This design comes from an exercise in tuning for small area and a short achievable clock period on the open sky130 flow, not from production work.
Function was checked by simulation only, so behaviour that the tests miss may differ from the original.
No activity file was given, so power comes from the tool's default toggle rates.

==> inputs of v33 <==
==> flow/design.v (excerpt) <==
module Project(
      input clock,
      input reset,
      output [7:0]  imem_addr,
      input  [15:0] imem_data,
      output [15:0] dmem_addr,
      output [15:0] dmem_wdata,
      output        dmem_we,
      input  [15:0] dmem_rdata,
      output        wb_en,
      output [2:0]  wb_dest,
      output [15:0] wb_data
  );
  wire stall_n;
  wire zero;
  reg  [7:0]  pc;
  reg  [15:0] ir;         
  reg         id_jmp;     
  reg         id_st;      
  reg         id_br;      
  wire [3:0]  if_op = imem_data[15:12];
  wire [7:0]  br8 = {{2{ir[5]}}, ir[5:0]};
  wire [7:0]  pc_inc = pc + 8'd1;
  wire [7:0]  pc_next = id_jmp ? br8 : id_br ? pc_inc + br8 : pc_inc;
  always @(posedge clock) begin
    if (reset) begin
      pc <= 8'd0;
      ir[15:3] <= 13'd0;
      id_jmp <= 1'b0;
      id_st <= 1'b0;
      id_br <= 1'b0;
    end else if (stall_n) begin
      pc <= pc_next;
      ir[15:3] <= imem_data[15:3];
      id_jmp <= if_op == 4'd14;
      id_st <= if_op == 4'd12;
      id_br <= (if_op == 4'd13) & zero;
    end
  end
  always @(posedge clock)
    if (stall_n) ir[2:0] <= imem_data[2:0];
  wire [3:0] op = ir[15:12];
  wire [2:0] rd = ir[11:9];
  wire [2:0] rs = ir[8:6];
  wire [2:0] src2 = id_st ? rd : ir[5:3];
  reg        ex_wb, mem_wb, wb_wb;
  reg [2:0]  ex_rd, mem_rd, wb_rd;
  ...
Settings: LEC_CHECK=0, CAP_MARGIN=20, CORE_MARGIN=2, CORE_UTILIZATION=60, SLEW_MARGIN=20; clock period 8.0 ns.
standard.sh (not shown) runs the stock make flow with config.mk's settings and CLKGATE_MAP_FILE= SYNTH_SCRIPT=/design/flow/synth_recipe.tcl, a recipe that flattens the netlist after the stock synthesis.
==> flow/flow/run.sh <==
#!/bin/bash
set -euo pipefail
export SETUP_SLACK_MARGIN=5.0
export BUFFER_PORTS_ARGS="-buffer_cell sky130_fd_sc_hd__buf_1"
bash standard.sh > standard.log 2>&1
==> v35: changes against v33 <==
==> flow/run.sh (new file) <==
#!/bin/bash
# synth_recipe.tcl (not shown) runs the flow's synth.tcl, then flattens the netlist and writes it again
# the make line also repeats each setting of config.mk as NAME=value (left out here)
make -C /OpenROAD-flow-scripts/flow DESIGN_CONFIG=/design/flow/config.mk WORK_HOME=/design/flow/orfs CLKGATE_MAP_FILE= SYNTH_SCRIPT=/design/flow/synth_recipe.tcl finish
CORE_UTILIZATION = 50   (was 60)
SETUP_SLACK_MARGIN = 5   (was not set)
removed: flow/flow/run.sh
removed: flow/standard.sh
==> v5: changes against v33 <==
--- a/flow/design.v
+++ b/flow/design.v
@@ -210,73 +210,79 @@
       output [2:0]  wb_dest,
       output [15:0] wb_data
   );
   wire stall_n;
   wire zero;
   reg  [7:0]  pc;
   reg  [15:0] ir;         
   reg         id_jmp;     
-  reg         id_st;      
+  reg  [2:0]  id_src2;    
   reg         id_br;      
   wire [3:0]  if_op = imem_data[15:12];
   wire [7:0]  br8 = {{2{ir[5]}}, ir[5:0]};
   wire [7:0]  pc_inc = pc + 8'd1;
   wire [7:0]  pc_next = id_jmp ? br8 : id_br ? pc_inc + br8 : pc_inc;
   always @(posedge clock) begin
     if (reset) begin
       pc <= 8'd0;
       ir[15:3] <= 13'd0;
       id_jmp <= 1'b0;
-      id_st <= 1'b0;
+      id_src2 <= 3'd0;
       id_br <= 1'b0;
     end else if (stall_n) begin
       pc <= pc_next;
       ir[15:3] <= imem_data[15:3];
       id_jmp <= if_op == 4'd14;
-      id_st <= if_op == 4'd12;
+      id_src2 <= (if_op == 4'd12) ? imem_data[11:9] : imem_data[5:3];
       id_br <= (if_op == 4'd13) & zero;
     end
   end
   always @(posedge clock)
     if (stall_n) ir[2:0] <= imem_data[2:0];
   wire [3:0] op = ir[15:12];
   wire [2:0] rd = ir[11:9];
   wire [2:0] rs = ir[8:6];
-  wire [2:0] src2 = id_st ? rd : ir[5:3];
+  wire [2:0] src2 = id_src2;
   reg        ex_wb, mem_wb, wb_wb;
   reg [2:0]  ex_rd, mem_rd, wb_rd;
   function hit(input [2:0] r, input e1, input [2:0] d1, input e2, input [2:0] d2, input e3, input [2:0] d3);
     hit = (r != 3'd0) & ((e1 & (r == d1)) | (e2 & (r == d2)) | (e3 & (r == d3)));
   endfunction
   assign stall_n = ~(hit(rs, ex_wb, ex_rd, mem_wb, mem_rd, wb_wb, wb_rd) |
                      hit(src2, ex_wb, ex_rd, mem_wb, mem_rd, wb_wb, wb_rd) |
                      hit(rd, ex_wb, ex_rd, mem_wb, mem_rd, wb_wb, wb_rd));
-  reg [15:0] regs [1:7];
+  reg [127:16] regs;    
   reg [7:1]  valid;
   reg [15:0] wb_val;
-  always @(posedge clock) begin
-    if (reset)
-      valid <= 7'd0;
-    else if (wb_wb && wb_rd != 3'd0)
-      valid[wb_rd] <= 1'b1;
-  end
-  always @(posedge clock)
-    if (wb_wb && wb_rd != 3'd0)
-      regs[wb_rd] <= wb_val;
-  function [15:0] rdreg(input [2:0] r);
-    integer k;
-    begin
-      rdreg = 16'd0;
-      for (k = 1; k < 8; k = k + 1)
-        rdreg = rdreg | ({16{r == k && valid[k]}} & regs[k]);
+  wire [7:1] wen;
+  genvar k;
+  generate
+    for (k = 1; k < 8; k = k + 1) begin : rf
+      assign wen[k] = wb_wb & (wb_rd == k);
+      always @(posedge clock) begin
+        if (reset)
+          valid[k] <= 1'b0;
+        else if (wen[k])
+          valid[k] <= 1'b1;
+        if (wen[k])
+          regs[16*k +: 16] <= wb_val;
+      end
     end
-  endfunction
-  wire [15:0] rdata1 = rdreg(rs);
-  wire [15:0] rdata2 = rdreg(src2);
+  endgenerate
+  reg [15:0] rdata1, rdata2;
+  integer n;
+  always @(*) begin
+    rdata1 = 16'd0;
+    rdata2 = 16'd0;
+    for (n = 1; n < 8; n = n + 1) begin
+      rdata1 = rdata1 | ({16{rs == n && valid[n]}} & regs[16*n +: 16]);
+      rdata2 = rdata2 | ({16{src2 == n && valid[n]}} & regs[16*n +: 16]);
+    end
+  end
   wire d_wb   = (op != 4'd0) & (op <= 4'd11);
   wire d_imm  = (op == 4'd10) | (op == 4'd11) | (op == 4'd12);
   wire d_ld   = op == 4'd11;
   wire d_st   = op == 4'd12;
   wire d_sub  = op == 4'd2;
   wire d_mul  = op == 4'd9;
   wire [3:0] d_cmd = (op <= 4'd9) ? op : (op <= 4'd12) ? 4'd1 : 4'd0;
   wire [15:0] d_bb = d_imm ? {10'd0, ir[5:0]} : d_sub ? ~rdata2 : rdata2;
@@ -322,38 +328,28 @@
   reg [15:0] res_o;
   always @(*) begin
     case (ex_cmd)
       4'd3: res_o = a & bb;
       4'd4: res_o = a | bb;
       4'd5: res_o = a ^ bb;
       4'd6: res_o = {a[14:0], a[0]};
       4'd7: res_o = {a[15], a[15:1]};
-      4'd8: res_o = {1'b0, a[15:1]};
-      default: res_o = m0;
+      default: res_o = {1'b0, a[15:1]};
     endcase
   end
   wire use_sum = (ex_cmd < 4'd3) | (ex_cmd > 4'd9);
-  wire [15:0] res = use_sum ? sum : res_o;
-  wire [15:0] ax = a ^ bb;
-  wire [15:0] ao = a | bb;
-  wire z_addsub = ~|(ax ^ {ao[14:0], ex_cin});    
-  wire z_a = ~|a;
-  wire z_b = ~|bb;
+  wire [15:0] res = is_mul ? m0 : use_sum ? sum : res_o;
+  wire z_addsub = ~|((a ^ bb) ^ {(a[14:0] | bb[14:0]), ex_cin});    
   reg zf;
   always @(*) begin
     case (ex_cmd)
       4'd1, 4'd2: zf = z_addsub;
-      4'd3: zf = ~|(a & bb);
-      4'd4: zf = z_a & z_b;
-      4'd5: zf = ~|ax;
-      4'd6: zf = ~|a[14:0];
-      4'd7: zf = z_a;
-      4'd8: zf = ~|a[15:1];
-      4'd9: zf = z_a | z_b;
+      4'd3, 4'd4, 4'd5, 4'd6, 4'd7, 4'd8: zf = ~|res_o;
+      4'd9: zf = ~|a | ~|bb;
       default: zf = 1'b1;
     endcase
   end
   assign zero = zf;
   reg  [15:0] mem_s, mem_c, mem_t;
   reg         mem_we, mem_ld, mem_mul;
   always @(posedge clock) begin
     mem_s <= res;
==> flow/flow/run.sh (replaced) <==
#!/bin/bash
set -euo pipefail
export SETUP_SLACK_MARGIN=5.45
export BUFFER_PORTS_ARGS="-buffer_cell sky130_fd_sc_hd__buf_1"
bash standard.sh > standard.log 2>&1
CTS_BUF_LIST = sky130_fd_sc_hd__clkbuf_8   (was not set)
CTS_CLUSTER_SIZE = 20   (was not set)
TNS_END_PERCENT = 0   (was not set)
==> summary of the runs <==
The highest critical path depth belongs to v33, the lowest to v5.
The highest final cell count belongs to v35, the lowest to v5.
Of v35 and v5, v5 has the higher register-to-register slack (gap 200 ps).
First-iteration DRC count: v35 < v33 < v5.
Die area: v5 < v33 < v35.
Between v35 and v33, the lower utilization is in v35 (gap 9.2 points).
Via count: v5 < v35 < v33.
Maximum frequency, highest first: v5, v33, v35.
==> figures <==
Simple-Gate Fraction of Synth Area: v33 12.8%; v5 12.5%; v35 12.8%
Post-route cell area: v33 0.0186 mm^2; v5 0.0179 mm^2; v35 0.0194 mm^2
Number of instances in the synthesized netlist: v33 1,676; v5 1,614; v35 1,676
Number of global-route vias before repair: v33 12,900; v5 12,700; v35 13,500
Max-Slew Margin vs Limit: v33 28.2%; v5 27.8%; v35 26.3%
Status: v33 timing/DRC/antenna clean; v5 timing/DRC/antenna clean; v35 timing/DRC/antenna clean
DRT Wirelength: v33 52.7 mm; v5 49.3 mm; v35 54.1 mm
Signal buf overhead: v33 3.42%; v5 4.40%; v35 6.63%
Final Cycle Share: v33 37.1%; v5 34.0%; v35 37.4%
Worst IR drop on VDD: v33 250 uV; v5 258 uV; v35 204 uV
Share of Yosys cell area claimed by the top area cell type: v33 20.6%; v5 21.6%; v35 20.6%
Non-filler instance count after layout: v33 2,108; v5 2,045; v35 2,194
Fraction of layout cells with a size suffix above 1: v33 10.5%; v5 16.4%; v35 12.6%
Unrepaired setup endpoints after global routing: v33 false; v5 true; v35 true
Die footprint: v33 0.0293 mm^2; v5 0.0279 mm^2; v35 0.0350 mm^2
Summed instance area of the synthesized netlist: v33 0.0168 mm^2; v5 0.0160 mm^2; v35 0.0168 mm^2
Detailed Place HPWL: v33 35.8 mm; v5 33.6 mm; v35 37.5 mm
Grt met1 use: v33 46.5%; v5 45.6%; v35 40.3%

[separate check: timing with driven ports]
In the flow no input, the clock included, has a driving cell. The finished layouts below were timed again as built, in two steps.
Step 1 sets driving cells, clkbuf_16 on the clock port and buf_2 on the other inputs (assumed; they add their load-dependent delay and slew).
Step 2 moves the port delays by t, midway between the first and last clock arrival at a register: inputs arrive t later, outputs are due t later. That takes back most of the time a late clock gives input paths.
Slacks: ideal ports / drivers / drivers and shift; pairs: ideal ports / drivers.
| run | t (ns) | slack for setup (ns) | slew at the worst register clock pin (ns) |
|---|---|---|---|
| v33 | 0.623 | 5.032 / 4.991 / 5.032 | 0.07 / 0.07 |
| v35 | 0.637 | 5.006 / 4.950 / 5.033 | 0.07 / 0.07 |
| v5 | 0.614 | 5.277 / 5.227 / 4.900 | 0.07 / 0.07 |
After both steps every run listed still meets setup and hold. The setup slack of v5, which loses most, moves by -0.050 ns with the drivers and by -0.377 ns with both steps.
